Context: an optimization exercise on an open-source flow, tuned for small area. The choices shown serve that exercise and are no tape-out recipe. In this exercise RTL edits were held to simulation tests only and were not proved equivalent to the original. The clock input has no modelled driver; a real chip could not lean on it and would need a root buffer or a full tree. Power is estimated from default activity; no workload was simulated.

== the reference run ==
// SimpleSend
module SimpleSend(dataOut,Ready2Go,Seg,Anode,Go,clk,reset);
clock: 10.0 ns
lec_check: 0
cap_margin: 20
core_margin: 2
core_utilization: 70
cts_buf_list: sky130_fd_sc_hd__clkbuf_4
cts_cluster_diameter: 30
cts_cluster_size: 10
slew_margin: 20
standard.sh (not shown) runs the stock make flow with config.mk's settings and CLKGATE_MAP_FILE= SYNTH_SCRIPT=/design/flow/synth_recipe.tcl, a recipe that flattens the netlist after the stock synthesis.
==> flow/flow/run.sh <==
#!/bin/bash
# The standard layout, with two changes: the ports get the smallest
# buffer, and clock tree synthesis inserts no dummy loads.
set -o pipefail
bash standard.sh \
  BUFFER_PORTS_ARGS="-buffer_cell sky130_fd_sc_hd__buf_1" \
  CTS_ARGS="-sink_clustering_enable -repair_clock_nets -sink_clustering_size 10 -sink_clustering_max_diameter 30 -buf_list sky130_fd_sc_hd__clkbuf_4 -dont_use_dummy_load" \
  finish > standard.log 2>&1
--- input diff the reference run..the trial run ---
==> flow/run.sh (new file) <==
#!/bin/bash
# synth_recipe.tcl (not shown) runs the flow's synth.tcl, then flattens the netlist and writes it again
# the make line also repeats each setting of config.mk as NAME=value (left out here)
make -C /OpenROAD-flow-scripts/flow DESIGN_CONFIG=/design/flow/config.mk WORK_HOME=/design/flow/orfs CLKGATE_MAP_FILE= SYNTH_SCRIPT=/design/flow/synth_recipe.tcl finish
removed: flow/flow/run.sh
removed: flow/standard.sh
Findings:
Delta (the trial run minus the reference run): combinational power share fell 0.2 points; final-layout fill cell count fell 38; final instance area rose about 4.5%; worst setup slack after layout fell 400 ps.

---

run 1:
SimpleSend, a different RTL version from the one above (not shown whole).
Size: ~390 cells after synthesis, roughly 3200 sq um of cells after synthesis.
Settings: LEC_CHECK=0, CAP_MARGIN=20, CORE_MARGIN=2, CORE_UTILIZATION=70, CTS_BUF_LIST=sky130_fd_sc_hd__clkbuf_4, CTS_CLUSTER_DIAMETER=30, CTS_CLUSTER_SIZE=10, SLEW_MARGIN=20; clock period 10.0 ns.
==> flow/flow/run.sh <==
#!/bin/bash
# The standard layout with three changes:
#  1. after the standard synthesis, the combinational logic (not the
#     flip-flops, which keep their instances, names and cells) is mapped again
#     with area-oriented ABC scripts (run side by side), and the smallest
#     result is kept;
#  2. the ports get the smallest buffer;
#  3. the clock tree is rebuilt as a single level of clkbuf_16 buffers
#     (flow/post_cts.tcl).
# Each tool's output goes to a log file of its own in this folder.
set -euo pipefail
here=$(pwd)
R=$here/orfs/results/$FLOW_PLATFORM/SimpleSend/base
LIB=$FLOW_HOME/platforms/$FLOW_PLATFORM/lib/sky130_fd_sc_hd__tt_025C_1v80.lib

bash standard.sh synth > 1_standard_synth.log 2>&1
cp "$R/1_2_yosys.v" "$here/standard_synth.v"

SEQ=$(grep -oE 'sky130_fd_sc_hd__[a-z0-9]*(df|dl)[a-z0-9_]*' standard_synth.v | sort -u | tr '\n' ' ')
DONTUSE=$(sed 's/^/-dont_use /' flow/dont_use.txt | tr '\n' ' ')
best=""; best_area=""
scripts="a d e"
for s in $scripts; do
  sed -e "s#@LIB@#$LIB#g" -e "s#@IN@#$here/standard_synth.v#" -e "s#@TOP@#$FLOW_TOP#g" \
      -e "s#@SEQ@#$SEQ#" -e "s#@SCRIPT@#$here/flow/map_$s.abc#" -e "s#@DONTUSE@#$DONTUSE#" \
      -e "s#@STAT@#$here/resyn_$s.stat#" -e "s#@OUT@#$here/resyn_$s.v#" flow/resyn.ys.in > resyn_$s.ys
  (yosys -s resyn_$s.ys > 2_resyn_$s.log 2>&1 || true) &
done
wait
for s in $scripts; do
  [[ -f resyn_$s.stat && -f resyn_$s.v ]] || continue
  area=$(grep -oE 'Chip area for module .*: [0-9.]+' resyn_$s.stat | awk '{print $NF}')
  [[ -n "$area" ]] || continue
  echo "script $s: area $area" >> 2_resyn_choice.log
  if [[ -z "$best" ]] || awk -v a="$area" -v b="$best_area" 'BEGIN{exit !(a<b)}'; then
    best=$s; best_area=$area
  fi
done
if [[ -n "$best" ]]; then
  echo "kept script $best ($best_area)" >> 2_resyn_choice.log
  cp "resyn_$best.v" "$R/1_2_yosys.v"
  touch "$R/1_2_yosys.v"
fi

bash standard.sh \
  BUFFER_PORTS_ARGS="-buffer_cell sky130_fd_sc_hd__buf_1" \
  CTS_ARGS="-sink_clustering_enable -repair_clock_nets -sink_clustering_size 10 -sink_clustering_max_diameter 30 -buf_list sky130_fd_sc_hd__clkbuf_4 -dont_use_dummy_load" \
  POST_CTS_TCL="$here/flow/post_cts.tcl" \
  finish > 3_standard_layout.log 2>&1
==> flow/flow/post_cts.tcl <==
# Rebuild the clock tree that clock tree synthesis made as one level of
# NCLUSTERS buffers: the flip-flops are split into NCLUSTERS groups of equal
# size by position, each group is driven by one buffer placed at its
# centre, and the clock port drives the buffers.
if {![info exists ::cts_ncl]} { set ::cts_ncl 3 }
if {![info exists ::cts_buf]} { set ::cts_buf sky130_fd_sc_hd__clkbuf_16 }
set ncl $::cts_ncl
set block [ord::get_db_block]
set root [[$block findBTerm clk] getNet]

set ::cts_sinks {}
set ::cts_bufs {}
proc walk {net} {
  foreach it [$net getITerms] {
    if {[$it getIoType] != "INPUT"} { continue }
    set inst [$it getInst]
    set m [[$inst getMaster] getName]
    if {[string match "sky130_fd_sc_hd__clkbuf_*" $m] || [string match "sky130_fd_sc_hd__clkinv_*" $m]} {
      lappend ::cts_bufs $inst
      walk [[$inst findITerm X] getNet]
    } else {
      lappend ::cts_sinks $it
    }
  }
}
walk $root
set sinks $::cts_sinks
set bufs $::cts_bufs
puts "post_cts: [llength $sinks] clock sinks behind [llength $bufs] buffers"

# take the old tree apart
foreach it $sinks { $it disconnect }
foreach b $bufs {
  set onet [[$b findITerm X] getNet]
  odb::dbInst_destroy $b
  if {$onet != "NULL" && [llength [$onet getITerms]] == 0 && [llength [$onet getBTerms]] == 0} {
    odb::dbNet_destroy $onet
  }
}

# split the sinks into groups of equal size: along x for two groups
set pts {}
foreach it $sinks {
  set bb [[$it getInst] getBBox]
  lappend pts [list [expr {([$bb xMin] + [$bb xMax]) / 2}] [expr {([$bb yMin] + [$bb yMax]) / 2}] $it]
}
# groups: two halves along x, each cut along y into ncl/2 parts (ncl even),
# or ncl strips along x (ncl odd)
set pts [lsort -integer -index 0 $pts]
set n [llength $pts]
set groups {}
if {$ncl % 2 == 0} {
  set halves [list [lrange $pts 0 [expr {$n / 2 - 1}]] [lrange $pts [expr {$n / 2}] end]]
  foreach h $halves {
    set h [lsort -integer -index 1 $h]
    set m [llength $h]
    set k [expr {$ncl / 2}]
    for {set g 0} {$g < $k} {incr g} {
      lappend groups [lrange $h [expr {$g * $m / $k}] [expr {($g + 1) * $m / $k - 1}]]
    }
  }
} else {
  for {set g 0} {$g < $ncl} {incr g} {
    lappend groups [lrange $pts [expr {$g * $n / $ncl}] [expr {($g + 1) * $n / $ncl - 1}]]
  }
}
set master [[ord::get_db] findMaster $::cts_buf]
set g 0
foreach grp $groups {
  set sx 0; set sy 0
  foreach p $grp { incr sx [lindex $p 0]; incr sy [lindex $p 1] }
  set cx [expr {$sx / [llength $grp]}]
  set cy [expr {$sy / [llength $grp]}]
  set inst [odb::dbInst_create $block $master "clkbuf_manual_$g"]
  $inst setLocation $cx $cy
  $inst setPlacementStatus PLACED
  set net [odb::dbNet_create $block "clknet_manual_$g"]
  $net setSigType CLOCK
  [$inst findITerm A] connect $root
  [$inst findITerm X] connect $net
  foreach p $grp { [lindex $p 2] connect $net }
  puts "post_cts: buffer $g drives [llength $grp] sinks from ($cx, $cy)"
  incr g
}
detailed_placement
check_placement -verbose
estimate_parasitics -placement
report_clock_skew
Other scripts of this flow, unchanged in this note and not shown: flow/flow/dont_use.txt, flow/flow/map_a.abc, flow/flow/map_d.abc, flow/flow/map_e.abc, flow/flow/resyn.ys.in
Looking at the reports, run 1 completed the entire flow and the layout it produced met the timing, DRC and antenna checks.
Here is what was changed in the inputs of run 2 compared with run 1.
==> flow/flow/post_cts.tcl <==
# Rebuild the clock tree that clock tree synthesis made as one level of
# NCLUSTERS clkbuf_16 buffers: the flip-flops are split into NCLUSTERS groups
# of equal size by position, each group is driven by one buffer placed at its
# centre, and the clock port drives the buffers.
set ncl 2
set block [ord::get_db_block]
set root [[$block findBTerm clk] getNet]

set sinks {}
set bufs {}
proc walk {net} {
  global sinks bufs
  foreach it [$net getITerms] {
    if {[$it getIoType] != "INPUT"} { continue }
    set inst [$it getInst]
    set m [[$inst getMaster] getName]
    if {[string match "sky130_fd_sc_hd__clkbuf_*" $m] || [string match "sky130_fd_sc_hd__clkinv_*" $m]} {
      lappend bufs $inst
      walk [[$inst findITerm X] getNet]
    } else {
      lappend sinks $it
    }
  }
}
walk $root
puts "post_cts: [llength $sinks] clock sinks behind [llength $bufs] buffers"

# take the old tree apart
foreach it $sinks { $it disconnect }
foreach b $bufs {
  set onet [[$b findITerm X] getNet]
  odb::dbInst_destroy $b
  if {$onet != "NULL" && [llength [$onet getITerms]] == 0 && [llength [$onet getBTerms]] == 0} {
    odb::dbNet_destroy $onet
  }
}

# split the sinks into groups of equal size: along x for two groups
set pts {}
foreach it $sinks {
  set bb [[$it getInst] getBBox]
  lappend pts [list [expr {([$bb xMin] + [$bb xMax]) / 2}] [expr {([$bb yMin] + [$bb yMax]) / 2}] $it]
}
set pts [lsort -integer -index 0 $pts]
set n [llength $pts]
set master [[ord::get_db] findMaster sky130_fd_sc_hd__clkbuf_16]
for {set g 0} {$g < $ncl} {incr g} {
  set lo [expr {$g * $n / $ncl}]
  set hi [expr {($g + 1) * $n / $ncl - 1}]
  set grp [lrange $pts $lo $hi]
  set sx 0; set sy 0
  foreach p $grp { incr sx [lindex $p 0]; incr sy [lindex $p 1] }
  set cx [expr {$sx / [llength $grp]}]
  set cy [expr {$sy / [llength $grp]}]
  set inst [odb::dbInst_create $block $master "clkbuf_manual_$g"]
  $inst setLocation $cx $cy
  $inst setPlacementStatus PLACED
  set net [odb::dbNet_create $block "clknet_manual_$g"]
  $net setSigType CLOCK
  [$inst findITerm A] connect $root
  [$inst findITerm X] connect $net
  foreach p $grp { [lindex $p 2] connect $net }
  puts "post_cts: buffer $g drives [llength $grp] sinks from ($cx, $cy)"
}
detailed_placement
check_placement -verbose
estimate_parasitics -placement
report_clock_skew
==> comparison <==
clock tree synthesis (4_1_cts): run 2 exited with error. Per the comparison of run 2 with run 1, number of cells in the design after placement now smaller; routability-driven placement congestion ratio dropped 0.025. When run 2 is set beside run 1, its post-synth net total turns out to be about 2% smaller. From run 2 to run 1, number of placement rows did not move at all. Against run 1, run 2 comes in 8 lower on synthesized cell count. Worst-case setup slack after placement for run 2: 0.046 ns up relative to run 1. Changes observed in run 2 relative to run 1: synthesized area level; placed instance area level; placed wire-length estimate after detailed placement level; chip height level.
Here is what was changed in the inputs of run 3 compared with run 2.
diff --git a/flow/flow/run.sh b/flow/flow/run.sh
--- a/flow/flow/run.sh
+++ b/flow/flow/run.sh
@@ -20,5 +20,5 @@
 DONTUSE=$(sed 's/^/-dont_use /' flow/dont_use.txt | tr '\n' ' ')
 best=""; best_area=""
-scripts="a d e"
+scripts="a d e f g"
 for s in $scripts; do
   sed -e "s#@LIB@#$LIB#g" -e "s#@IN@#$here/standard_synth.v#" -e "s#@TOP@#$FLOW_TOP#g" \
==> flow/flow/map_f.abc (new file) <==
strash
&get -n
&deepsyn -T 90 -S 7
&put
dch -f
amap
topo
==> flow/flow/map_g.abc (new file) <==
strash
&get -n
&deepsyn -T 90 -S 11
&put
dch -f
amap
mfs2
strash
dch -f
amap
topo
diff --git a/flow/flow/post_cts.tcl b/flow/flow/post_cts.tcl
--- a/flow/flow/post_cts.tcl
+++ b/flow/flow/post_cts.tcl
@@ -1,14 +1,15 @@
 # Rebuild the clock tree that clock tree synthesis made as one level of
-# NCLUSTERS clkbuf_16 buffers: the flip-flops are split into NCLUSTERS groups
-# of equal size by position, each group is driven by one buffer placed at its
+# NCLUSTERS buffers: the flip-flops are split into NCLUSTERS groups of equal
+# size by position, each group is driven by one buffer placed at its
 # centre, and the clock port drives the buffers.
-set ncl 2
+if {![info exists ::cts_ncl]} { set ::cts_ncl 3 }
+if {![info exists ::cts_buf]} { set ::cts_buf sky130_fd_sc_hd__clkbuf_16 }
+set ncl $::cts_ncl
 set block [ord::get_db_block]
 set root [[$block findBTerm clk] getNet]
 
-set sinks {}
-set bufs {}
+set ::cts_sinks {}
+set ::cts_bufs {}
 proc walk {net} {
-  global sinks bufs
   foreach it [$net getITerms] {
     if {[$it getIoType] != "INPUT"} { continue }
@@ -16,12 +17,14 @@
     set m [[$inst getMaster] getName]
     if {[string match "sky130_fd_sc_hd__clkbuf_*" $m] || [string match "sky130_fd_sc_hd__clkinv_*" $m]} {
-      lappend bufs $inst
+      lappend ::cts_bufs $inst
       walk [[$inst findITerm X] getNet]
     } else {
-      lappend sinks $it
+      lappend ::cts_sinks $it
     }
   }
 }
 walk $root
+set sinks $::cts_sinks
+set bufs $::cts_bufs
 puts "post_cts: [llength $sinks] clock sinks behind [llength $bufs] buffers"
 
@@ -42,11 +45,27 @@
   lappend pts [list [expr {([$bb xMin] + [$bb xMax]) / 2}] [expr {([$bb yMin] + [$bb yMax]) / 2}] $it]
 }
+# groups: two halves along x, each cut along y into ncl/2 parts (ncl even),
+# or ncl strips along x (ncl odd)
 set pts [lsort -integer -index 0 $pts]
 set n [llength $pts]
-set master [[ord::get_db] findMaster sky130_fd_sc_hd__clkbuf_16]
-for {set g 0} {$g < $ncl} {incr g} {
-  set lo [expr {$g * $n / $ncl}]
-  set hi [expr {($g + 1) * $n / $ncl - 1}]
-  set grp [lrange $pts $lo $hi]
+set groups {}
+if {$ncl % 2 == 0} {
+  set halves [list [lrange $pts 0 [expr {$n / 2 - 1}]] [lrange $pts [expr {$n / 2}] end]]
+  foreach h $halves {
+    set h [lsort -integer -index 1 $h]
+    set m [llength $h]
+    set k [expr {$ncl / 2}]
+    for {set g 0} {$g < $k} {incr g} {
+      lappend groups [lrange $h [expr {$g * $m / $k}] [expr {($g + 1) * $m / $k - 1}]]
+    }
+  }
+} else {
+  for {set g 0} {$g < $ncl} {incr g} {
+    lappend groups [lrange $pts [expr {$g * $n / $ncl}] [expr {($g + 1) * $n / $ncl - 1}]]
+  }
+}
+set master [[ord::get_db] findMaster $::cts_buf]
+set g 0
+foreach grp $groups {
   set sx 0; set sy 0
   foreach p $grp { incr sx [lindex $p 0]; incr sy [lindex $p 1] }
@@ -62,4 +81,5 @@
   foreach p $grp { [lindex $p 2] connect $net }
   puts "post_cts: buffer $g drives [llength $grp] sinks from ($cx, $cy)"
+  incr g
 }
 detailed_placement
==> comparison <==
- Relative to run 2, number of placed instances, taps included has gone down in run 3.
- The sole clean run among run 3 and run 2 is run 3.
- Run 3: pre-CTS worst setup slack is 0.70 ns lower than what run 2 reported.
- Relative to run 2, the global placement routability congestion measured on run 3 has decreased slightly.
- In the metrics for run 3 and run 2, the one carrying the higher placement-stage cell area is run 2.
In run 1 and run 3 the design's own scripts or RTL, not TritonCTS, make the clock network.

[port drivers added, routing unchanged]
The flow's constraints put no driver on any port. The routed layouts listed below were extracted and timed again, unchanged, in two steps. Step 1 (the two cells are an assumption about what drives the block):
set clk [get_ports {clk}]
set_driving_cell -lib_cell sky130_fd_sc_hd__clkbuf_16 $clk
set_driving_cell -lib_cell sky130_fd_sc_hd__buf_2 [delete_from_list [all_inputs] $clk]
Step 2 times the ports against the registers' clock, not the clock port: input delays grow and output delays shrink by t, the midpoint of the rising clock arrivals with the driver on. Three values: ideal ports, drivers, drivers and shift; two values: the first two.
run | t (ns) | setup WS [ns] | worst data-port slew with drivers (ns) | pins driven straight from the clock port
the reference run | 0.442 | 5.949 / 5.920 / 5.982 | 0.03 | 1
the trial run | 0.433 | 5.550 / 5.523 / 5.870 | 0.03 | 1
run 1 | 0.217 | 6.148 / 6.089 / 6.048 | 0.03 | 3
run 3 | 0.218 | 5.579 / 5.614 / 5.396 | 0.03 | 3
After both steps setup and hold are still met in every run listed. For run 3, which loses most, drivers alone change the setup slack by +0.035 ns; drivers and shift together by -0.183 ns.
